Context: an optimization exercise on an open-source flow, tuned for small area and a short achievable clock period. The choices shown serve that exercise and are no tape-out recipe.
Function was checked by simulation only, so behaviour that the tests miss may differ from the original.

==> flow/design.v (outline; a module is shown in full before it is edited, if it fits) <==
// module iir_DF1_Biquad: 2185 lines
// module iir_fa: 4 lines
module iir_DF1_Biquad (
  input clk,
  input rst,
  input signed [15:0] din,
  output signed [15:0] dout
);
  // ...
==> flow/run.sh <==
#!/bin/bash
# synth_recipe.tcl (not shown) runs the flow's synth.tcl, then flattens the netlist and writes it again
# the make line also repeats each setting of config.mk as NAME=value (left out here)
make -C /OpenROAD-flow-scripts/flow DESIGN_CONFIG=/design/flow/config.mk WORK_HOME=/design/flow/orfs CLKGATE_MAP_FILE= SYNTH_SCRIPT=/design/flow/synth_recipe.tcl finish
==> flow/config.mk <==
export PLATFORM = sky130hd
export DESIGN_NAME = iir_DF1_Biquad
export DESIGN_NICKNAME = iir_DF1_Biquad
export VERILOG_FILES = /design/flow/design.v
export SDC_FILE = /design/flow/constraint.sdc
export NUM_CORES = 4
export LEC_CHECK = 0
export CAP_MARGIN = 20
export CORE_MARGIN = 2
export CORE_UTILIZATION = 40
export SLEW_MARGIN = 20
export SYNTH_HIERARCHICAL = 1
export SYNTH_MINIMUM_KEEP_SIZE = 0
==> flow/constraint.sdc <==
create_clock -name core_clock -period 11.0 [get_ports {clk}]
set_input_delay 2.2000 -clock core_clock [delete_from_list [all_inputs] [get_ports {clk}]]
set_output_delay 2.2000 -clock core_clock [all_outputs]
set_load 0.01 [all_outputs]
==> impl_metrics.csv, run 1 <==
group,metric,value,unit
status,status,"complete, no violations",
die,die_h,184.2,um
placement,place_ws,6058,ps
setup_path,worstPathRequired,11320,ps
sta,rsz0062_at_grt,"no",
die,start_util,0.4084,
global_route,grt_start_max_net_pins,103,
logic_synthesis,syn_nets,1442,
cts,cts-root-buf,"clkbuf_16",
min_path,holdPathEnd,"xb[2]",
cts,clock_latency,430,ps
cells_and_area,clock_buffers,17,
routing,wl_met1,12320,um
placement,dpl_cell_area,13800,um2
die,core-area,31800,um2
min_path,holdPathStages,2,
logic_synthesis,netlist_area,12990,um2
die,die_area,33930,um2
logic_synthesis,yosys_warnings,7,
global_route,gr-total-overflow,0,
sta,worst_pin_slew,905.7,ps
setup_path,endpoint,"y[12]",
min_path,min-delay-start,"xa[2]",
logic_synthesis,ys_seq_elements,160,
setup_path,crit_top_cell,"fa_1",
global_route,antenna_found_initial,0,
routing,drt-vias-per-instance,4.713,
sta,skew,12.11,ps
sta,fin_crit_sh,0.4506,
cells_and_area,inverters_excl_clock,199,
die,io_pins,34,
routing,drc,0,
cells_and_area,clock_cell_area_share,0.04079,
==> run 2, diff against run 1 <==
--- a/flow/design.v
+++ b/flow/design.v
@@ -1047,43 +1047,43 @@
   wire p937;
   wire g938;
   wire p939;
   wire g940;
   wire p941;
   wire g942;
   wire p943;
   wire G944;
-  wire P945;
-  wire G946;
-  wire P947;
-  wire G948;
-  wire P949;
-  wire G950;
-  wire P951;
-  wire G952;
-  wire P953;
-  wire G954;
-  wire P955;
-  wire G956;
-  wire P957;
-  wire G958;
-  wire P959;
-  wire G960;
-  wire P961;
-  wire G962;
-  wire P963;
-  wire G964;
-  wire P965;
-  wire G966;
-  wire P967;
-  wire G968;
-  wire P969;
-  wire G970;
-  wire P971;
+  wire G945;
+  wire P946;
+  wire G947;
+  wire P948;
+  wire G949;
+  wire P950;
+  wire G951;
+  wire P952;
+  wire G953;
+  wire P954;
+  wire G955;
+  wire P956;
+  wire G957;
+  wire P958;
+  wire G959;
+  wire P960;
+  wire G961;
+  wire P962;
+  wire G963;
+  wire P964;
+  wire G965;
+  wire P966;
+  wire G967;
+  wire P968;
+  wire G969;
+  wire P970;
+  wire G971;
   wire G972;
   wire P973;
   wire G974;
   wire P975;
   wire G976;
   wire P977;
   wire G978;
   wire P979;
@@ -1095,109 +1095,58 @@
   wire P985;
   wire G986;
   wire P987;
   wire G988;
   wire P989;
   wire G990;
   wire P991;
   wire G992;
-  wire P993;
-  wire G994;
-  wire P995;
-  wire G996;
-  wire P997;
-  wire G998;
-  wire P999;
-  wire G1000;
-  wire P1001;
-  wire G1002;
-  wire P1003;
-  wire G1004;
-  wire P1005;
-  wire G1006;
-  wire P1007;
-  wire G1008;
-  wire P1009;
+  wire G993;
+  wire P994;
+  wire G995;
+  wire P996;
+  wire G997;
+  wire P998;
+  wire G999;
+  wire P1000;
+  wire G1001;
+  wire P1002;
+  wire G1003;
+  wire P1004;
+  wire G1005;
+  wire P1006;
+  wire G1007;
+  wire P1008;
+  wire G1009;
   wire G1010;
-  wire P1011;
+  wire G1011;
   wire G1012;
   wire P1013;
   wire G1014;
   wire P1015;
   wire G1016;
   wire P1017;
   wire G1018;
   wire P1019;
   wire G1020;
   wire P1021;
   wire G1022;
-  wire P1023;
+  wire G1023;
   wire G1024;
-  wire P1025;
+  wire G1025;
   wire G1026;
-  wire P1027;
+  wire G1027;
   wire G1028;
-  wire P1029;
+  wire G1029;
   wire G1030;
-  wire P1031;
+  wire G1031;
   wire G1032;
-  wire P1033;
+  wire G1033;
   wire G1034;
-  wire P1035;
-  wire G1036;
-  wire P1037;
-  wire G1038;
-  wire P1039;
-  wire G1040;
-  wire P1041;
-  wire G1042;
-  wire P1043;
-  wire G1044;
-  wire P1045;
-  wire G1046;
-  wire P1047;
-  wire G1048;
-  wire P1049;
-  wire G1050;
-  wire P1051;
-  wire G1052;
-  wire P1053;
-  wire G1054;
-  wire P1055;
-  wire G1056;
-  wire P1057;
-  wire G1058;
-  wire P1059;
-  wire G1060;
-  wire P1061;
-  wire G1062;
-  wire P1063;
-  wire G1064;
-  wire P1065;
-  wire G1066;
-  wire P1067;
-  wire G1068;
-  wire P1069;
-  wire G1070;
-  wire P1071;
-  wire G1072;
-  wire P1073;
-  wire G1074;
-  wire P1075;
-  wire G1076;
-  wire P1077;
-  wire G1078;
-  wire P1079;
-  wire G1080;
-  wire P1081;
-  wire G1082;
-  wire P1083;
-  wire G1084;
-  wire P1085;
   wire [29:14] s_sum;
   assign s1 = din[4] ^ din[7];
   assign c2 = din[4] & ~din[7];
   iir_fa us3 (.a(din[5]), .b(din[3]), .c(din[1]), .s(s3), .co(c4));
   iir_fa us5 (.a(din[6]), .b(din[4]), .c(din[2]), .s(s5), .co(c6));
   iir_fa us7 (.a(din[7]), .b(din[5]), .c(din[3]), .s(s7), .co(c8));
   iir_fa us9 (.a(din[8]), .b(din[6]), .c(din[4]), .s(s9), .co(c10));
   iir_fa us11 (.a(din[9]), .b(din[7]), .c(din[5]), .s(s11), .co(c12));
@@ -1745,238 +1694,120 @@
   iir_fa us871 (.a(c722), .b(s789), .c(c788), .s(s871), .co(c872));
   iir_fa us873 (.a(c724), .b(s791), .c(c790), .s(s873), .co(c874));
   assign n875 = ~c1_27;
   iir_fa us876 (.a(n875), .b(s793), .c(c792), .s(s876), .co(c877));
   assign n878 = ~c1_28;
   iir_fa us879 (.a(n878), .b(c794), .c(s795), .s(s879), .co(c880));
   assign n881 = ~c1_29;
   iir_fa us882 (.a(n881), .b(c796), .c(s797), .s(s882), .co(c883));
-  assign g884 = s799 & ~s725;
-  assign p885 = s799 ^ ~s725;
-  assign g886 = ~c800 & s802;
-  assign p887 = ~c800 ^ s802;
-  assign g888 = c803 & s805;
-  assign p889 = c803 ^ s805;
-  assign g890 = c806 & s808;
-  assign p891 = c806 ^ s808;
-  assign g892 = c809 & ~s811;
-  assign p893 = c809 ^ ~s811;
-  assign g894 = ~c812 & s814;
-  assign p895 = ~c812 ^ s814;
-  assign g896 = c815 & s817;
-  assign p897 = c815 ^ s817;
-  assign g898 = c818 & s819;
-  assign p899 = c818 ^ s819;
-  assign g900 = c820 & s821;
-  assign p901 = c820 ^ s821;
-  assign g902 = c822 & s824;
-  assign p903 = c822 ^ s824;
-  assign g904 = c825 & s827;
-  assign p905 = c825 ^ s827;
-  assign g906 = c828 & s830;
-  assign p907 = c828 ^ s830;
-  assign g908 = c831 & s833;
-  assign p909 = c831 ^ s833;
-  assign g910 = c834 & s836;
-  assign p911 = c834 ^ s836;
-  assign g912 = c837 & s839;
-  assign p913 = c837 ^ s839;
-  assign g914 = c840 & s842;
-  assign p915 = c840 ^ s842;
-  assign g916 = c843 & s845;
-  assign p917 = c843 ^ s845;
-  assign g918 = c846 & s848;
-  assign p919 = c846 ^ s848;
-  assign g920 = c849 & s851;
-  assign p921 = c849 ^ s851;
-  assign g922 = c852 & s854;
-  assign p923 = c852 ^ s854;
-  assign g924 = c855 & s857;
-  assign p925 = c855 ^ s857;
-  assign g926 = c858 & ~s860;
-  assign p927 = c858 ^ ~s860;
-  assign g928 = ~c861 & s863;
-  assign p929 = ~c861 ^ s863;
-  assign g930 = c864 & ~s866;
-  assign p931 = c864 ^ ~s866;
-  assign g932 = ~c867 & ~s869;
-  assign p933 = ~c867 ^ ~s869;
-  assign g934 = ~c870 & s871;
-  assign p935 = ~c870 ^ s871;
-  assign g936 = c872 & s873;
-  assign p937 = c872 ^ s873;
-  assign g938 = c874 & s876;
-  assign p939 = c874 ^ s876;
-  assign g940 = c877 & s879;
-  assign p941 = c877 ^ s879;
-  assign g942 = c880 & s882;
-  assign p943 = c880 ^ s882;
-  assign G944 = g886 | (p887 & g884);
-  assign P945 = p887 & p885;
-  assign G946 = g890 | (p891 & g888);
-  assign P947 = p891 & p889;
-  assign G948 = g894 | (p895 & g892);
-  assign P949 = p895 & p893;
-  assign G950 = g898 | (p899 & g896);
-  assign P951 = p899 & p897;
-  assign G952 = g902 | (p903 & g900);
-  assign P953 = p903 & p901;
-  assign G954 = g906 | (p907 & g904);
-  assign P955 = p907 & p905;
-  assign G956 = g910 | (p911 & g908);
-  assign P957 = p911 & p909;
-  assign G958 = g914 | (p915 & g912);
-  assign P959 = p915 & p913;
-  assign G960 = g918 | (p919 & g916);
-  assign P961 = p919 & p917;
-  assign G962 = g922 | (p923 & g920);
-  assign P963 = p923 & p921;
-  assign G964 = g926 | (p927 & g924);
-  assign P965 = p927 & p925;
-  assign G966 = g930 | (p931 & g928);
-  assign P967 = p931 & p929;
-  assign G968 = g934 | (p935 & g932);
-  assign P969 = p935 & p933;
-  assign G970 = g938 | (p939 & g936);
-  assign P971 = p939 & p937;
-  assign G972 = g942 | (p943 & g940);
-  assign P973 = p943 & p941;
-  assign G974 = g888 | (p889 & G944);
-  assign P975 = p889 & P945;
-  assign G976 = G946 | (P947 & G944);
-  assign P977 = P947 & P945;
-  assign G978 = g896 | (p897 & G948);
-  assign P979 = p897 & P949;
-  assign G980 = G950 | (P951 & G948);
-  assign P981 = P951 & P949;
-  assign G982 = g904 | (p905 & G952);
-  assign P983 = p905 & P953;
-  assign G984 = G954 | (P955 & G952);
-  assign P985 = P955 & P953;
-  assign G986 = g912 | (p913 & G956);
-  assign P987 = p913 & P957;
-  assign G988 = G958 | (P959 & G956);
-  assign P989 = P959 & P957;
-  assign G990 = g920 | (p921 & G960);
-  assign P991 = p921 & P961;
-  assign G992 = G962 | (P963 & G960);
-  assign P993 = P963 & P961;
-  assign G994 = g928 | (p929 & G964);
-  assign P995 = p929 & P965;
-  assign G996 = G966 | (P967 & G964);
-  assign P997 = P967 & P965;
-  assign G998 = g936 | (p937 & G968);
-  assign P999 = p937 & P969;
-  assign G1000 = G970 | (P971 & G968);
-  assign P1001 = P971 & P969;
-  assign G1002 = g892 | (p893 & G976);
-  assign P1003 = p893 & P977;
-  assign G1004 = G948 | (P949 & G976);
-  assign P1005 = P949 & P977;
-  assign G1006 = G978 | (P979 & G976);
-  assign P1007 = P979 & P977;
-  assign G1008 = G980 | (P981 & G976);
-  assign P1009 = P981 & P977;
-  assign G1010 = g908 | (p909 & G984);
-  assign P1011 = p909 & P985;
-  assign G1012 = G956 | (P957 & G984);
-  assign P1013 = P957 & P985;
-  assign G1014 = G986 | (P987 & G984);
-  assign P1015 = P987 & P985;
-  assign G1016 = G988 | (P989 & G984);
-  assign P1017 = P989 & P985;
-  assign G1018 = g924 | (p925 & G992);
-  assign P1019 = p925 & P993;
-  assign G1020 = G964 | (P965 & G992);
-  assign P1021 = P965 & P993;
-  assign G1022 = G994 | (P995 & G992);
-  assign P1023 = P995 & P993;
-  assign G1024 = G996 | (P997 & G992);
-  assign P1025 = P997 & P993;
-  assign G1026 = g940 | (p941 & G1000);
-  assign P1027 = p941 & P1001;
-  assign G1028 = G972 | (P973 & G1000);
-  assign P1029 = P973 & P1001;
-  assign G1030 = g900 | (p901 & G1008);
-  assign P1031 = p901 & P1009;
-  assign G1032 = G952 | (P953 & G1008);
-  assign P1033 = P953 & P1009;
-  assign G1034 = G982 | (P983 & G1008);
-  assign P1035 = P983 & P1009;
-  assign G1036 = G984 | (P985 & G1008);
-  assign P1037 = P985 & P1009;
-  assign G1038 = G1010 | (P1011 & G1008);
-  assign P1039 = P1011 & P1009;
-  assign G1040 = G1012 | (P1013 & G1008);
-  assign P1041 = P1013 & P1009;
-  assign G1042 = G1014 | (P1015 & G1008);
-  assign P1043 = P1015 & P1009;
-  assign G1044 = G1016 | (P1017 & G1008);
-  assign P1045 = P1017 & P1009;
-  assign G1046 = g932 | (p933 & G1024);
-  assign P1047 = p933 & P1025;
-  assign G1048 = G968 | (P969 & G1024);
-  assign P1049 = P969 & P1025;
-  assign G1050 = G998 | (P999 & G1024);
-  assign P1051 = P999 & P1025;
-  assign G1052 = G1000 | (P1001 & G1024);
-  assign P1053 = P1001 & P1025;
-  assign G1054 = G1026 | (P1027 & G1024);
-  assign P1055 = P1027 & P1025;
-  assign G1056 = G1028 | (P1029 & G1024);
-  assign P1057 = P1029 & P1025;
-  assign G1058 = g916 | (p917 & G1044);
-  assign P1059 = p917 & P1045;
-  assign G1060 = G960 | (P961 & G1044);
-  assign P1061 = P961 & P1045;
-  assign G1062 = G990 | (P991 & G1044);
-  assign P1063 = P991 & P1045;
-  assign G1064 = G992 | (P993 & G1044);
-  assign P1065 = P993 & P1045;
-  assign G1066 = G1018 | (P1019 & G1044);
-  assign P1067 = P1019 & P1045;
-  assign G1068 = G1020 | (P1021 & G1044);
-  assign P1069 = P1021 & P1045;
-  assign G1070 = G1022 | (P1023 & G1044);
-  assign P1071 = P1023 & P1045;
-  assign G1072 = G1024 | (P1025 & G1044);
-  assign P1073 = P1025 & P1045;
-  assign G1074 = G1046 | (P1047 & G1044);
-  assign P1075 = P1047 & P1045;
-  assign G1076 = G1048 | (P1049 & G1044);
-  assign P1077 = P1049 & P1045;
-  assign G1078 = G1050 | (P1051 & G1044);
-  assign P1079 = P1051 & P1045;
-  assign G1080 = G1052 | (P1053 & G1044);
-  assign P1081 = P1053 & P1045;
-  assign G1082 = G1054 | (P1055 & G1044);
-  assign P1083 = P1055 & P1045;
-  assign G1084 = G1056 | (P1057 & G1044);
-  assign P1085 = P1057 & P1045;
-  assign s_sum[14] = p913 ^ G1040;
-  assign s_sum[15] = p915 ^ G1042;
-  assign s_sum[16] = p917 ^ G1044;
-  assign s_sum[17] = p919 ^ G1058;
-  assign s_sum[18] = p921 ^ G1060;
-  assign s_sum[19] = p923 ^ G1062;
-  assign s_sum[20] = p925 ^ G1064;
-  assign s_sum[21] = p927 ^ G1066;
-  assign s_sum[22] = p929 ^ G1068;
-  assign s_sum[23] = p931 ^ G1070;
-  assign s_sum[24] = p933 ^ G1072;
-  assign s_sum[25] = p935 ^ G1074;
-  assign s_sum[26] = p937 ^ G1076;
-  assign s_sum[27] = p939 ^ G1078;
-  assign s_sum[28] = p941 ^ G1080;
-  assign s_sum[29] = p943 ^ G1082;
+  iir_pg ug884 (.a(s799), .b(~s725), .g(g884), .p(p885));
+  iir_pg ug886 (.a(~c800), .b(s802), .g(g886), .p(p887));
+  iir_pg ug888 (.a(c803), .b(s805), .g(g888), .p(p889));
+  iir_pg ug890 (.a(c806), .b(s808), .g(g890), .p(p891));
+  iir_pg ug892 (.a(c809), .b(~s811), .g(g892), .p(p893));
+  iir_pg ug894 (.a(~c812), .b(s814), .g(g894), .p(p895));
+  iir_pg ug896 (.a(c815), .b(s817), .g(g896), .p(p897));
+  iir_pg ug898 (.a(c818), .b(s819), .g(g898), .p(p899));
+  iir_pg ug900 (.a(c820), .b(s821), .g(g900), .p(p901));
+  iir_pg ug902 (.a(c822), .b(s824), .g(g902), .p(p903));
+  iir_pg ug904 (.a(c825), .b(s827), .g(g904), .p(p905));
+  iir_pg ug906 (.a(c828), .b(s830), .g(g906), .p(p907));
+  iir_pg ug908 (.a(c831), .b(s833), .g(g908), .p(p909));
+  iir_pg ug910 (.a(c834), .b(s836), .g(g910), .p(p911));
+  iir_pg ug912 (.a(c837), .b(s839), .g(g912), .p(p913));
+  iir_pg ug914 (.a(c840), .b(s842), .g(g914), .p(p915));
+  iir_pg ug916 (.a(c843), .b(s845), .g(g916), .p(p917));
+  iir_pg ug918 (.a(c846), .b(s848), .g(g918), .p(p919));
+  iir_pg ug920 (.a(c849), .b(s851), .g(g920), .p(p921));
+  iir_pg ug922 (.a(c852), .b(s854), .g(g922), .p(p923));
+  iir_pg ug924 (.a(c855), .b(s857), .g(g924), .p(p925));
+  iir_pg ug926 (.a(c858), .b(~s860), .g(g926), .p(p927));
+  iir_pg ug928 (.a(~c861), .b(s863), .g(g928), .p(p929));
+  iir_pg ug930 (.a(c864), .b(~s866), .g(g930), .p(p931));
+  iir_pg ug932 (.a(~c867), .b(~s869), .g(g932), .p(p933));
+  iir_pg ug934 (.a(~c870), .b(s871), .g(g934), .p(p935));
+  iir_pg ug936 (.a(c872), .b(s873), .g(g936), .p(p937));
+  iir_pg ug938 (.a(c874), .b(s876), .g(g938), .p(p939));
+  iir_pg ug940 (.a(c877), .b(s879), .g(g940), .p(p941));
+  iir_pg ug942 (.a(c880), .b(s882), .g(g942), .p(p943));
+  iir_gg uG944 (.gh(g886), .ph(p887), .gl(g884), .g(G944));
+  iir_gp uG945 (.gh(g890), .ph(p891), .gl(g888), .pl(p889), .g(G945), .p(P946));
+  iir_gp uG947 (.gh(g894), .ph(p895), .gl(g892), .pl(p893), .g(G947), .p(P948));
+  iir_gp uG949 (.gh(g898), .ph(p899), .gl(g896), .pl(p897), .g(G949), .p(P950));
+  iir_gp uG951 (.gh(g902), .ph(p903), .gl(g900), .pl(p901), .g(G951), .p(P952));
+  iir_gp uG953 (.gh(g906), .ph(p907), .gl(g904), .pl(p905), .g(G953), .p(P954));
+  iir_gp uG955 (.gh(g910), .ph(p911), .gl(g908), .pl(p909), .g(G955), .p(P956));
+  iir_gp uG957 (.gh(g914), .ph(p915), .gl(g912), .pl(p913), .g(G957), .p(P958));
+  iir_gp uG959 (.gh(g918), .ph(p919), .gl(g916), .pl(p917), .g(G959), .p(P960));
+  iir_gp uG961 (.gh(g922), .ph(p923), .gl(g920), .pl(p921), .g(G961), .p(P962));
+  iir_gp uG963 (.gh(g926), .ph(p927), .gl(g924), .pl(p925), .g(G963), .p(P964));
+  iir_gp uG965 (.gh(g930), .ph(p931), .gl(g928), .pl(p929), .g(G965), .p(P966));
+  iir_gp uG967 (.gh(g934), .ph(p935), .gl(g932), .pl(p933), .g(G967), .p(P968));
+  iir_gp uG969 (.gh(g938), .ph(p939), .gl(g936), .pl(p937), .g(G969), .p(P970));
+  iir_gg uG971 (.gh(G945), .ph(P946), .gl(G944), .g(G971));
+  iir_gp uG972 (.gh(G949), .ph(P950), .gl(G947), .pl(P948), .g(G972), .p(P973));
+  iir_gp uG974 (.gh(G953), .ph(P954), .gl(G951), .pl(P952), .g(G974), .p(P975));
+  iir_gp uG976 (.gh(g912), .ph(p913), .gl(G955), .pl(P956), .g(G976), .p(P977));
+  iir_gp uG978 (.gh(G957), .ph(P958), .gl(G955), .pl(P956), .g(G978), .p(P979));
+  iir_gp uG980 (.gh(g920), .ph(p921), .gl(G959), .pl(P960), .g(G980), .p(P981));
+  iir_gp uG982 (.gh(G961), .ph(P962), .gl(G959), .pl(P960), .g(G982), .p(P983));
+  iir_gp uG984 (.gh(g928), .ph(p929), .gl(G963), .pl(P964), .g(G984), .p(P985));
+  iir_gp uG986 (.gh(G965), .ph(P966), .gl(G963), .pl(P964), .g(G986), .p(P987));
+  iir_gp uG988 (.gh(g936), .ph(p937), .gl(G967), .pl(P968), .g(G988), .p(P989));
+  iir_gp uG990 (.gh(G969), .ph(P970), .gl(G967), .pl(P968), .g(G990), .p(P991));
+  iir_gg uG992 (.gh(G972), .ph(P973), .gl(G971), .g(G992));
+  iir_gp uG993 (.gh(G955), .ph(P956), .gl(G974), .pl(P975), .g(G993), .p(P994));
+  iir_gp uG995 (.gh(G976), .ph(P977), .gl(G974), .pl(P975), .g(G995), .p(P996));
+  iir_gp uG997 (.gh(G978), .ph(P979), .gl(G974), .pl(P975), .g(G997), .p(P998));
+  iir_gp uG999 (.gh(g924), .ph(p925), .gl(G982), .pl(P983), .g(G999), .p(P1000));
+  iir_gp uG1001 (.gh(G963), .ph(P964), .gl(G982), .pl(P983), .g(G1001), .p(P1002));
+  iir_gp uG1003 (.gh(G984), .ph(P985), .gl(G982), .pl(P983), .g(G1003), .p(P1004));
+  iir_gp uG1005 (.gh(G986), .ph(P987), .gl(G982), .pl(P983), .g(G1005), .p(P1006));
+  iir_gp uG1007 (.gh(g940), .ph(p941), .gl(G990), .pl(P991), .g(G1007), .p(P1008));
+  iir_gg uG1009 (.gh(G993), .ph(P994), .gl(G992), .g(G1009));
+  iir_gg uG1010 (.gh(G995), .ph(P996), .gl(G992), .g(G1010));
+  iir_gg uG1011 (.gh(G997), .ph(P998), .gl(G992), .g(G1011));
+  iir_gp uG1012 (.gh(g932), .ph(p933), .gl(G1005), .pl(P1006), .g(G1012), .p(P1013));
+  iir_gp uG1014 (.gh(G967), .ph(P968), .gl(G1005), .pl(P1006), .g(G1014), .p(P1015));
+  iir_gp uG1016 (.gh(G988), .ph(P989), .gl(G1005), .pl(P1006), .g(G1016), .p(P1017));
+  iir_gp uG1018 (.gh(G990), .ph(P991), .gl(G1005), .pl(P1006), .g(G1018), .p(P1019));
+  iir_gp uG1020 (.gh(G1007), .ph(P1008), .gl(G1005), .pl(P1006), .g(G1020), .p(P1021));
+  iir_gg uG1022 (.gh(g916), .ph(p917), .gl(G1011), .g(G1022));
+  iir_gg uG1023 (.gh(G959), .ph(P960), .gl(G1011), .g(G1023));
+  iir_gg uG1024 (.gh(G980), .ph(P981), .gl(G1011), .g(G1024));
+  iir_gg uG1025 (.gh(G982), .ph(P983), .gl(G1011), .g(G1025));
+  iir_gg uG1026 (.gh(G999), .ph(P1000), .gl(G1011), .g(G1026));
+  iir_gg uG1027 (.gh(G1001), .ph(P1002), .gl(G1011), .g(G1027));
+  iir_gg uG1028 (.gh(G1003), .ph(P1004), .gl(G1011), .g(G1028));
+  iir_gg uG1029 (.gh(G1005), .ph(P1006), .gl(G1011), .g(G1029));
+  iir_gg uG1030 (.gh(G1012), .ph(P1013), .gl(G1011), .g(G1030));
+  iir_gg uG1031 (.gh(G1014), .ph(P1015), .gl(G1011), .g(G1031));
+  iir_gg uG1032 (.gh(G1016), .ph(P1017), .gl(G1011), .g(G1032));
+  iir_gg uG1033 (.gh(G1018), .ph(P1019), .gl(G1011), .g(G1033));
+  iir_gg uG1034 (.gh(G1020), .ph(P1021), .gl(G1011), .g(G1034));
+  iir_sr us_sum_14 (.p(p913), .c(G1009), .rst(rst), .s(s_sum[14]));
+  iir_sr us_sum_15 (.p(p915), .c(G1010), .rst(rst), .s(s_sum[15]));
+  iir_sr us_sum_16 (.p(p917), .c(G1011), .rst(rst), .s(s_sum[16]));
+  iir_sr us_sum_17 (.p(p919), .c(G1022), .rst(rst), .s(s_sum[17]));
+  iir_sr us_sum_18 (.p(p921), .c(G1023), .rst(rst), .s(s_sum[18]));
+  iir_sr us_sum_19 (.p(p923), .c(G1024), .rst(rst), .s(s_sum[19]));
+  iir_sr us_sum_20 (.p(p925), .c(G1025), .rst(rst), .s(s_sum[20]));
+  iir_sr us_sum_21 (.p(p927), .c(G1026), .rst(rst), .s(s_sum[21]));
+  iir_sr us_sum_22 (.p(p929), .c(G1027), .rst(rst), .s(s_sum[22]));
+  iir_sr us_sum_23 (.p(p931), .c(G1028), .rst(rst), .s(s_sum[23]));
+  iir_sr us_sum_24 (.p(p933), .c(G1029), .rst(rst), .s(s_sum[24]));
+  iir_sr us_sum_25 (.p(p935), .c(G1030), .rst(rst), .s(s_sum[25]));
+  iir_sr us_sum_26 (.p(p937), .c(G1031), .rst(rst), .s(s_sum[26]));
+  iir_sr us_sum_27 (.p(p939), .c(G1032), .rst(rst), .s(s_sum[27]));
+  iir_sr us_sum_28 (.p(p941), .c(G1033), .rst(rst), .s(s_sum[28]));
+  iir_sr us_sum_29 (.p(p943), .c(G1034), .rst(rst), .s(s_sum[29]));
   always @(posedge clk) begin
     if (rst) begin
-      y <= 16'd0; xa <= 16'd0; xb <= 16'd0;
-      yc <= 16'hffff;
+      xa <= 16'd0; xb <= 16'd0;
       c0_0 <= 1'b1;
       c1_0 <= 1'b1;
       c0_1 <= 1'b0;
       c1_1 <= 1'b1;
       c0_2 <= 1'b0;
       c1_2 <= 1'b1;
       c0_3 <= 1'b1;
       c1_3 <= 1'b1;
@@ -2070,18 +1901,17 @@
       p0_19 <= 1'b0;
       p1_19 <= 1'b0;
       p0_20 <= 1'b0;
       p1_20 <= 1'b1;
       p0_21 <= 1'b0;
       p1_21 <= 1'b0;
       p0_22 <= 1'b1;
     end else begin
-      y <= s_sum[29:14]; xa <= din; xb <= xa;
-      yc <= ~s_sum[29:14];
+      xa <= din; xb <= xa;
       c0_0 <= xb[0];
       c1_0 <= yc[0];
       c0_1 <= s485;
       c1_1 <= yc[1];
       c0_2 <= c486;
       c1_2 <= s488;
       c0_3 <= c489;
       c1_3 <= s491;
@@ -2176,14 +2006,32 @@
       p1_19 <= s63;
       p0_20 <= c64;
       p1_20 <= s65;
       p0_21 <= c66;
       p1_21 <= din[14];
       p0_22 <= din[15];
     end
   end
+  always @(posedge clk) begin
+    y <= s_sum[29:14];
+    yc <= ~s_sum[29:14];
+  end
   assign dout = y;
 endmodule
 module iir_fa (input a, input b, input c, output s, output co);
   assign s = a ^ b ^ c;
   assign co = (a & b) | (c & (a ^ b));
 endmodule
+module iir_pg (input a, input b, output g, output p);
+  assign g = a & b;
+  assign p = a ^ b;
+endmodule
+module iir_gp (input gh, input ph, input gl, input pl, output g, output p);
+  assign g = gh | (ph & gl);
+  assign p = ph & pl;
+endmodule
+module iir_gg (input gh, input ph, input gl, output g);
+  assign g = gh | (ph & gl);
+endmodule
+module iir_sr (input p, input c, input rst, output s);
+  assign s = ~rst & (p ^ c);
+endmodule
==> flow/config.mk (replaced) <==
export PLATFORM = sky130hd
export DESIGN_NAME = iir_DF1_Biquad
export DESIGN_NICKNAME = iir_DF1_Biquad
export VERILOG_FILES = /design/flow/design.v
export SDC_FILE = /design/flow/constraint.sdc
export NUM_CORES = 4
export LEC_CHECK = 0
export CAP_MARGIN = 20
export CORE_MARGIN = 2
export CORE_UTILIZATION = 40
export CTS_BUF_LIST = sky130_fd_sc_hd__clkbuf_8
export SLEW_MARGIN = 20
export SYNTH_HIERARCHICAL = 1
export SYNTH_MINIMUM_KEEP_SIZE = 0
==> run 2 against run 1 <==
First-iteration DRC count shrank 17%. Still clean. Critical path depth unchanged. Critical path type unchanged. Hold slack got worse by 37 ps. Die area increased by 1.4%. Cell count up 1.3%.
==> impl_metrics.csv, run 2 <==
group,metric,value,unit
status,status,"complete, no violations",
setup_path,worstPathMaxFanout,14,
cts,clock_sinks,160,
setup_path,crit_arrival,4870,ps
cts,tritoncts,"done",
routing,detail_route.iter0.violations,290,
sta,worst_pin_slew,1007,ps
die,die_h,185.5,um
cts,clk_pin_slew,100,ps
routing,wire_per_inst,18.88,um
routing,drc,0,
die,io_pins,34,
routing,routed_wl,28830,um
sta,worst_slack,6492,ps
global_route,gr-total-overflow,0,
sta,fin_crit_sh,0.4098,
flow_run,max_cap_viol_count,0,
routing,wl_met1,12250,um
routing,met3_length,1056,um
cells_and_area,diodes,0,
global_route,grt_pass1_wl,47430,um
sta,drv_slew,0,
placement,place_ws,6475,ps
logic_synthesis,ys_top_cells_by_area,"fa_1, dfxtp_1, ha_1",
die,start_util,0.4061,
cells_and_area,drive_above_1_share,0.06544,
cells_and_area,utilization,0.4425,
logic_synthesis,synth_cells,1033,
routing,ant_nets,0,
placement,gp_congestion,0.8428,
die,dieWidth,185.5,um
sta,hold_viol,0,
cells_and_area,final_common_cell,"fa_1",
setup_path,end_kind,"flip-flop",
placement,hpwl,23630,um
logic_synthesis,yosys-top-cells-count,"fa_1, inv_1, dfxtp_1",
routing,met2_length,15030,um
logic_synthesis,yosys.area.top_type,"fa_1",
logic_synthesis,synth-edff-count,0,
cts,hold_buffers,0,
cells_and_area,mostFrequentLayoutCells,"fa_1, inv_1, dfxtp_1",
global_route,grt_start_max_net_pins,109,
logic_synthesis,ys.flop_type,"dfxtp_1",
die,num_rows,66,
cells_and_area,stdcell_area,14360,um2
min_path,min-delay-start,"xb[0]",
cts,ctsLongestPathBuffers,2,
die,core-area,32450,um2
cells_and_area,fin_nets,1491,
sta,clock.fmax,221.8,MHz
logic_synthesis,yosysSeqAreaShare,0.2430,
logic_synthesis,netlist_area,13180,um2
setup_path,worstPathRequired,11360,ps
routing,maxUsedRoutingLayer,"met4",
logic_synthesis,synth.avg_cell_area,12.76,um2
sta,rsz0062_at_grt,"no",
die,die_area,34420,um2
logic_synthesis,synth_most_common_cell,"fa_1",
setup_path,critPathLaunch,"y[9]",
logic_synthesis,synth_top_area_frac,0.4967,
global_route,grt_pass1_vias,8428,
setup_path,path_class,"reg2reg",
routing,drt-vias-per-instance,4.572,
sta,skew,13.82,ps
cells_and_area,nFillCells,2984,
min_path,hp-class,"reg2reg",
routing,drt_pass1_iterations,6,
cells_and_area,syn2layout_area_growth,8.962,%
cts,cts-root-buf,"clkbuf_8",
logic_synthesis,yosys_warnings,7,
sta,setup_tns,0,ps
global_route,grt_use_total,0.1908,
setup_path,critPathLaunchType,"flip-flop",
cts,cts_inserted_buffers,17,
global_route,antenna_found_initial,0,
placement,dpl_cell_area,13980,um2
sta,min_period,4508,ps
placement,portBuffers,33,
cts,clock_latency,460,ps
cts,h-tree-depth,4,
cts,cts_resized,0,
cts,cts_setup_buffers,0,
sta,max_slew_margin,0.3286,
logic_synthesis,syn_nets,1452,
logic_synthesis,synth.distinct_cells,16,
routing,dr_total_vias,6981,
logic_synthesis,synthArstFlopShare,0,
sta,setup_violations,0,
setup_path,r2r_start,"y[9]",
logic_synthesis,ys_seq_elements,160,
## run 2: cell count changes in the layout (fill, tap and decap cells not counted), moves of 11 or more
cell | previous run | this run
xnor2_1 | 3 | 16
and2_1 | 9 | 36
clkbuf_8 | 0 | 19
nand2_1 | 15 | 0
nor2_1 | 27 | 16
nor2b_1 | 68 | 83
a21o_1 | 8 | 55
clkbuf_16 | 17 | 0
## run 2: per-stage QoR
stage	cells	hold slack (ps)
after floorplan	1033	520.2
after global placement	1495	583.0
after detailed placement	1495	590.7
after CTS	1527	617.5
after global routing	1527	621.6
final	1527	599.4
## run 2: path summary, 6_finish.rpt
path,slack (ps),cells after the start,endpoint
worst min register to register,600,1,c0_0
worst max register to register,6490,13,yc[9]
worst max-delay path,6490,13,yc[9]
worst min-delay path,600,1,c0_0
## run 2: per-layer routing
metal  GRT usage  up-vias
li1            -     3111
met1      0.2415     3735
met2      0.3415      113
met3     0.03111       22
met4     0.04603        0
met5           0        -
## run 2: cell families (layout without fill, tap and decap cells)
group                      after synthesis  in the layout  synth area share
buffers and inverters                  220            272           0.06494
and+or+nand+nor                        180            180           0.08241
DFF                                    160            160            0.2430
AOI/OAI and AO/OA                       55             55           0.03133
adders and majority gates              401            401            0.5670
xor gates and xnor gates                17             17           0.01130
## run 2: per-module statistics from Yosys (local to each module, per instance)
| module | times used | area (um2) | flip-flops and latches |
|---|---|---|---|
| iir_pg | 30 | 12.51 | 0 |
| iir_sr | 16 | 12.51 | 0 |
| iir_gp | 36 | 13.76 | 0 |
| iir_gg | 19 | 7.507 | 0 |
| iir_DF1_Biquad | 1 | 5419 | 160 |
| iir_fa | 327 | 20.02 | 0 |
## run 2: worst max-delay path, cell delays in order, from the launching register on
cell and delay, ps:
dfxtp_1 720, fa_1 540, fa_1 420, fa_1 580, fa_1 410, ha_1 310
a21o_1 190, a21o_1 180, a21o_1 150, a21o_1 350, a21o_1 250, xnor2_1 120
nor2_1 140, inv_1 50
## run 2: cell type report
| class | instances | area [um2] | share of cell area |
|---|---|---|---|
| Clock inverter | 13 | 113.9 | 0.007929 |
| Timing Repair Buffer | 34 | 335.3 | 0.02335 |
| Tap cell | 442 | 553.0 | 0.03851 |
| Inverter | 206 | 773.2 | 0.05385 |
| Multi-Input combinational cell | 653 | 9120 | 0.6351 |
| Sequential cell | 160 | 3203 | 0.2231 |
| Clock buffer | 19 | 261.5 | 0.01821 |
==> run 3, diff against run 2 <==
--- a/flow/config.mk
+++ b/flow/config.mk
@@ -10,3 +10,2 @@
 export CORE_UTILIZATION = 40
-export CTS_BUF_LIST = sky130_fd_sc_hd__clkbuf_8
 export SLEW_MARGIN = 20
==> run 3 against run 2 <==
Largest cell class unchanged. Still clean. Sequential share of layout area decreased by 0.29 points. Utilization increased by 0.59 points. Hold slack lost 4.8 ps. Via count rose by 0.26%. Sequential cell count stayed put. Critical endpoint is now yc[13]. Area after synthesis unchanged.
==> impl_metrics.csv, run 3 <==
group,metric,value,unit
cts,cts_setup_buffers,0,
sta,skew,13.62,ps
cts,h-tree-depth,4,
setup_path,cpLargestDelayFamily,"adder cells",
cells_and_area,syn2layout_area_growth,10.42,%
sta,worst_pin_slew,987.7,ps
global_route,grt_use_total,0.1919,
setup_path,slowest_stage,"dfxtp_1",
sta,rsz0062_at_grt,"no",
setup_path,r2r_start,"y[9]",
logic_synthesis,yosys-top-cells-count,"fa_1, inv_1, dfxtp_1",
die,io_pins,34,
setup_path,end_kind,"flip-flop",
setup_path,cp_num_buf_inv,1,
sta,fin_crit_sh,0.4100,
sta,setup_tns,0,ps
logic_synthesis,synthArstFlopShare,0,
logic_synthesis,synth.distinct_cells,16,
die,die_area,34420,um2
routing,dr_total_vias,6999,
routing,drt_pass1_iterations,6,
setup_path,r2r_setup_slack,6490,ps
cts,clock_sinks,160,
placement,hpwl,23630,um
sta,clock.fmax,221.7,MHz
setup_path,worstPathRequired,11320,ps
flow_run,max_cap_viol_count,0,
logic_synthesis,netlist_area,13180,um2
logic_synthesis,synth_top_area_frac,0.4967,
die,core-area,32450,um2
cells_and_area,mostFrequentLayoutCells,"fa_1, inv_1, dfxtp_1",
cells_and_area,fin_nets,1491,
global_route,use_met3,0.03013,
setup_path,worstPathMaxFanout,14,
routing,drt-vias-per-instance,4.583,
global_route,grt_start_max_net_pins,109,
global_route,use_met2,0.3446,
die,die_h,185.5,um
logic_synthesis,ys_top_cells_by_area,"fa_1, dfxtp_1, ha_1",
logic_synthesis,synth.avg_cell_area,12.76,um2
cts,clock_latency,430,ps
setup_path,reg2regPathDepth,13,
setup_path,reg2reg_to,"yc[13]",
cts,cts-root-buf,"clkbuf_16",
setup_path,crit_arrival,4830,ps
setup_path,crit_top_cell,"a21o_1",
min_path,hp-class,"reg2reg",
sta,hold_viol,0,
sta,max_slew_margin,0.3416,
logic_synthesis,yosys.area.top_type,"fa_1",
global_route,met1_usage,0.2426,
global_route,grt_pass1_vias,8448,
placement,portBuffers,33,
cts,tritoncts,"done",
cts,clk_pin_slew,70,ps
die,dieWidth,185.5,um
cts,cts_resized,0,
setup_path,critical_path.max_stage_delay,710,ps
die,start_util,0.4061,
setup_path,critPathLaunch,"y[9]",
setup_path,crit_chain,"fa_1 > fa_1 > fa_1 > fa_1 > ha_1 > a21o_1 > a21o_1 > a21o_1 > a21o_1 > a21o_1 > xnor2_1 > nor2_1 > inv_1",
routing,ant_nets,0,
logic_synthesis,yosysSeqAreaShare,0.2430,
die,num_rows,66,
global_route,busiest_layer,"met2",
setup_path,critPathLaunchType,"flip-flop",
cells_and_area,final_common_cell,"fa_1",
placement,gp_congestion,0.8428,
logic_synthesis,ys.flop_type,"dfxtp_1",
setup_path,path_class,"reg2reg",
global_route,grt_pass1_wl,47690,um
logic_synthesis,synth-edff-count,0,
setup_path,endpoint,"yc[13]",
routing,wire_per_inst,18.96,um
sta,setup_violations,0,
cts,ctsLongestPathBuffers,2,
setup_path,cp.depth,13,
sta,min_period,4510,ps
cells_and_area,stdcell_area,14550,um2
logic_synthesis,synth_cells,1033,
logic_synthesis,yosys_warnings,7,
cells_and_area,diodes,0,
cts,cts_inserted_buffers,17,
placement,dpl_cell_area,13980,um2
global_route,gr-total-overflow,0,
status,status,"complete, no violations",
routing,detail_route.iter0.violations,326,
global_route,antenna_found_initial,0,
routing,routed_wl,28950,um
cells_and_area,drive_above_1_share,0.06544,
logic_synthesis,ys_seq_elements,160,
cts,hold_buffers,0,
routing,drc,0,
logic_synthesis,syn_nets,1452,
logic_synthesis,synth_most_common_cell,"fa_1",
sta,drv_slew,0,
[run 3: worst min path at each step]
| stage | end | start | depth (start not counted) | slack, ps |
|---|---|---|---|---|
| floorplan | xb[2] | xa[2] | 1 | 520 |
| global placement | c0_0 | xb[0] | 1 | 580 |
| detailed placement | c0_0 | xb[0] | 1 | 590 |
| CTS | c0_0 | xb[0] | 1 | 610 |
| global route | c0_0 | xb[0] | 1 | 620 |
| finish | c0_0 | xb[0] | 1 | 590 |
[run 3: kinds of logic after synthesis]
group,synth area share
compound gates,0.03133
xor+xnor,0.01130
fa+ha+maj,0.5670
buf+inv,0.06494
flops,0.2430
simple gates,0.08241
[run 3: through the flow]
stage / hold slack, ps / setup slack, ps / cells / utilization
final: 594.6 / 6490 / 1527 / 0.4484
after CTS: 610.0 / 6462 / 1527 / 0.4484
after global routing: 615.7 / 6273 / 1527 / 0.4484
after floorplan: 520.2 / 6988 / 1033 / -
after detailed placement: 590.7 / 6475 / 1495 / 0.4309
after global placement: 583.0 / 6577 / 1495 / 0.4309
[run 3: cell type report]
| class | count | area (um2) |
|---|---|---|
| clock inverters | 11 | 106.4 |
| well taps | 442 | 553.0 |
| clock buffers | 21 | 460.4 |
| inverters | 206 | 773.2 |
| repair buffers | 34 | 335.3 |
| multi-input cells | 653 | 9120 |
| flip-flops and latches | 160 | 3203 |
| fillers | 2965 | 17900 |
[run 3: Yosys stat by module (local to each module, per instance)]
module / cells inside / copies in the design
iir_gp: 2 / 36
iir_fa: 1 / 327
iir_gg: 1 / 19
iir_sr: 2 / 16
iir_pg: 1 / 30
iir_DF1_Biquad: 553 / 1
[run 3: layer usage]
metal  part of all wire  wire [um]
met1               0.42      12250
met2               0.52      15190
met3              0.035       1013
met4              0.017        503
met5                  0          0

==> static timing again, ports no longer ideal <==
The results above use ideal ports. As a check the final layouts listed here were re-extracted and re-timed, cells and wires unchanged.
Step 1: set_driving_cell puts a clkbuf_16 on clk and a buf_2 on each other input, an assumption about the parent block.
Step 2 adds t to the input delays and takes it off the output delays; t is the mean of the earliest and latest rising clock arrival at the registers after step 1. Input paths then give back, and output paths get back, about the clock's delay inside the block.
a / b / c = no drivers / after step 1 / after step 2; a / b = the first two.
run	t (ns)	setup WS [ns]	slew at the worst register clock pin (ns)	pins driven straight from the clock port
run 1	0.481	6.044 / 6.044 / 6.044	0.07 / 0.07	1
run 2	0.496	6.492 / 6.492 / 6.492	0.10 / 0.10	1
run 3	0.475	6.490 / 6.490 / 6.490	0.07 / 0.07	1
After both steps every run listed still meets setup and hold.
